Background: an optimization exercise with open tools, aiming at small area. Do not read the settings as production practice.
In this exercise RTL edits were held to simulation tests only and were not proved equivalent to the original.
Power figures rest on the tool's default switching activity, not on a simulated workload.

==> raven <==
## Core
module Core#
(
    parameter RST_INST_ADDR = 32'h0
)(
    input  logic        clk,
    input  logic        rst_n,
    output logic [31:0] inst_bus_addr,
    output logic        inst_bus_valid,
    input  logic [31:0] inst_bus_data,
    output logic [31:0] data_rbus_addr,
    output logic        data_rbus_valid,
    input  logic [31:0] data_rbus_data,
    output logic [31:0] data_wbus_addr,
    output logic [31:0] data_wbus_data,
    output logic [3:0]  data_wbus_strb,
    output logic        data_wbus_valid
);
export LEC_CHECK = 0
export CAP_MARGIN = 10
export CORE_MARGIN = 2
export CORE_UTILIZATION = 60
export CTS_BUF_LIST = sky130_fd_sc_hd__clkbuf_16
export CTS_CLUSTER_DIAMETER = 85
export CTS_CLUSTER_SIZE = 24
export SLEW_MARGIN = 10
export SYNTH_HIERARCHICAL = 1
export SYNTH_MINIMUM_KEEP_SIZE = 0
create_clock -name core_clock -period 20.0 [get_ports {clk}]
standard.sh (not shown) runs the stock make flow with config.mk's settings and CLKGATE_MAP_FILE= SYNTH_SCRIPT=/design/flow/synth_recipe.tcl, a recipe that flattens the netlist after the stock synthesis.
==> flow/flow/run.sh <==
#!/bin/bash
# Standard ORFS layout with three changes: combinational cells start at their
# smallest size after floorplan (repair sizes them up where needed), ports
# are buffered with buf_1, and CTS inserts no dummy loads.
set -euo pipefail
W=$PWD
bash standard.sh \
  POST_FLOORPLAN_TCL="$W/flow/downsize.tcl" \
  BUFFER_PORTS_ARGS="-buffer_cell sky130_fd_sc_hd__buf_1" \
  CTS_ARGS="-sink_clustering_enable -repair_clock_nets -dont_use_dummy_load -buf_list sky130_fd_sc_hd__clkbuf_16 -sink_clustering_size 24 -sink_clustering_max_diameter 85" \
  finish > "$W/standard_flow.log" 2>&1
==> flow/flow/downsize.tcl <==
# Put every combinational cell at the smallest drive strength of its
# function; the later repair steps size up whatever timing or slew needs.
set dont_use_pat {*probe* *lpflow* *clkdlybuf* *dlygate* *dlymetal*}
set by_base [dict create]
foreach lib [[ord::get_db] getLibs] {
  foreach cell [$lib getMasters] {
    set name [$cell getName]
    if {[regexp {^(sky130_fd_sc_hd__[a-z0-9]+)_([0-9]+)$} $name -> base sz]} {
      dict lappend by_base $base $name
    }
  }
}
set block [ord::get_db_block]
set db [ord::get_db]
set changed 0
foreach inst [$block getInsts] {
  set m [$inst getMaster]
  set name [$m getName]
  if {![regexp {^(sky130_fd_sc_hd__[a-z0-9]+)_([0-9]+)$} $name -> base sz]} { continue }
  if {[regexp {df|dl|tap|fill|decap|conb|clkbuf|clkinv|diode} $base]} { continue }
  if {![dict exists $by_base $base]} { continue }
  set best $name
  set best_area [expr {[$m getWidth] * [$m getHeight]}]
  foreach cand [dict get $by_base $base] {
    set skip 0
    foreach p $dont_use_pat { if {[string match $p $cand]} { set skip 1 } }
    if {$skip} { continue }
    set cm [$db findMaster $cand]
    if {$cm == "NULL"} { continue }
    set a [expr {[$cm getWidth] * [$cm getHeight]}]
    if {$a < $best_area} { set best $cand; set best_area $a }
  }
  if {$best ne $name} {
    replace_cell [$inst getName] $best
    incr changed
  }
}
puts "downsize: $changed cells changed"
==> quartz (differences from raven) <==
--- a/flow/flow/run.sh
+++ b/flow/flow/run.sh
@@ -9,3 +9,3 @@
   BUFFER_PORTS_ARGS="-buffer_cell sky130_fd_sc_hd__buf_1" \
-  CTS_ARGS="-sink_clustering_enable -repair_clock_nets -dont_use_dummy_load -buf_list sky130_fd_sc_hd__clkbuf_16 -sink_clustering_size 24 -sink_clustering_max_diameter 85" \
+  CTS_ARGS="-sink_clustering_enable -repair_clock_nets -dont_use_dummy_load -buf_list sky130_fd_sc_hd__clkbuf_16 -sink_clustering_size 26 -sink_clustering_max_diameter 90" \
   finish > "$W/standard_flow.log" 2>&1
--- a/flow/config.mk
+++ b/flow/config.mk
@@ -7,9 +7,12 @@
 export LEC_CHECK = 0
-export CAP_MARGIN = 10
+export CAP_MARGIN = 5
+export CELL_PAD_IN_SITES_DETAIL_PLACEMENT = 1
+export CELL_PAD_IN_SITES_GLOBAL_PLACEMENT = 1
 export CORE_MARGIN = 2
-export CORE_UTILIZATION = 60
+export CORE_UTILIZATION = 50
 export CTS_BUF_LIST = sky130_fd_sc_hd__clkbuf_16
-export CTS_CLUSTER_DIAMETER = 85
-export CTS_CLUSTER_SIZE = 24
-export SLEW_MARGIN = 10
+export CTS_CLUSTER_DIAMETER = 90
+export CTS_CLUSTER_SIZE = 26
+export PLACE_DENSITY = 0.55
+export SLEW_MARGIN = 5
 export SYNTH_HIERARCHICAL = 1
==> yarrow (differences from raven) <==
--- a/flow/config.mk
+++ b/flow/config.mk
@@ -8,4 +8,6 @@
 export CAP_MARGIN = 10
+export CELL_PAD_IN_SITES_DETAIL_PLACEMENT = 1
+export CELL_PAD_IN_SITES_GLOBAL_PLACEMENT = 1
 export CORE_MARGIN = 2
-export CORE_UTILIZATION = 60
+export CORE_UTILIZATION = 45
 export CTS_BUF_LIST = sky130_fd_sc_hd__clkbuf_16
@@ -13,2 +15,3 @@
 export CTS_CLUSTER_SIZE = 24
+export PLACE_DENSITY = 0.55
 export SLEW_MARGIN = 10
==> metrics.md <==
| Metric | Value |
|---|---|
| Die width | `364.4 µm` |
| Avg Vias per Cell | `8.076` |
| Status | `complete, no violations` |
| Combinational power share | `15.9%` |
| Met3 WL | `35890 µm` |
| TAP cells | `1742` |
| Clock skew | `0.1231 ns` |
| Comb. pwr | `0.794 mW` |
| Worst ir drop on vdd | `0.07699 mV` |
| CP Buf/Inv Count | `4` |
| Final clock-cell share | `2.733%` |
| Share of layout cells above drive strength 1 | `8.139%` |
# the run above: yarrow

==> metrics.md <==
| Metric | Value |
|---|---|
| Status | `complete, no violations` |
| Worst ir drop on vdd | `0.07464 mV` |
| Comb. pwr | `0.801 mW` |
| Combinational power share | `16.5%` |
| Die width | `345.9 µm` |
| Clock skew | `0.1119 ns` |
| Met3 WL | `40570 µm` |
| Avg Vias per Cell | `8.369` |
# the run above: quartz

==> metrics.md <==
| Metric | Value |
|---|---|
| Worst-Margin Slew | `1.333 ns` |
| Share of layout cells above drive strength 1 | `7.577%` |
| TAP cells | `1276` |
| Avg Vias per Cell | `8.677` |
| Final clock-cell share | `2.444%` |
| Sw Share | `30.39%` |
| Internal power | `3.393 mW` |
| Nets@finish | `5647` |
| Worst ir drop on vdd | `0.07911 mV` |
| Clock skew | `0.08870 ns` |
| Die width | `316.1 µm` |
| Status | `complete, no violations` |
| CP Buf/Inv Count | `3` |
# the run above: raven

## re-timing with driven ports
In the flow no input, the clock included, has a driving cell. The finished layouts below were timed again as built, in two steps.
Step 1 (the two cells are an assumption about what drives the block):
set clk [get_ports {clk}]
set_driving_cell -lib_cell sky130_fd_sc_hd__clkbuf_16 $clk
set_driving_cell -lib_cell sky130_fd_sc_hd__buf_2 [delete_from_list [all_inputs] $clk]
Step 2 times the ports against the registers' clock, not the clock port: input delays grow and output delays shrink by t, the midpoint of the rising clock arrivals with the driver on.
a / b / c = no drivers / after step 1 / after step 2; a / b = the first two.
run | shift t [ns] | setup slack, ns | worst slew at a driven data input, ns | pins driven straight from the clock port
raven | 0.768 | 1.364 / 1.331 / 1.331 | 0.11 | 1
quartz | 0.775 | 1.280 / 1.255 / 1.255 | 0.16 | 1
yarrow | 0.752 | 0.597 / 0.551 / 0.551 | 0.05 | 1
After both steps every run listed still meets setup and hold. For yarrow, which loses most, drivers alone change the setup slack by -0.046 ns; drivers and shift together by -0.046 ns.
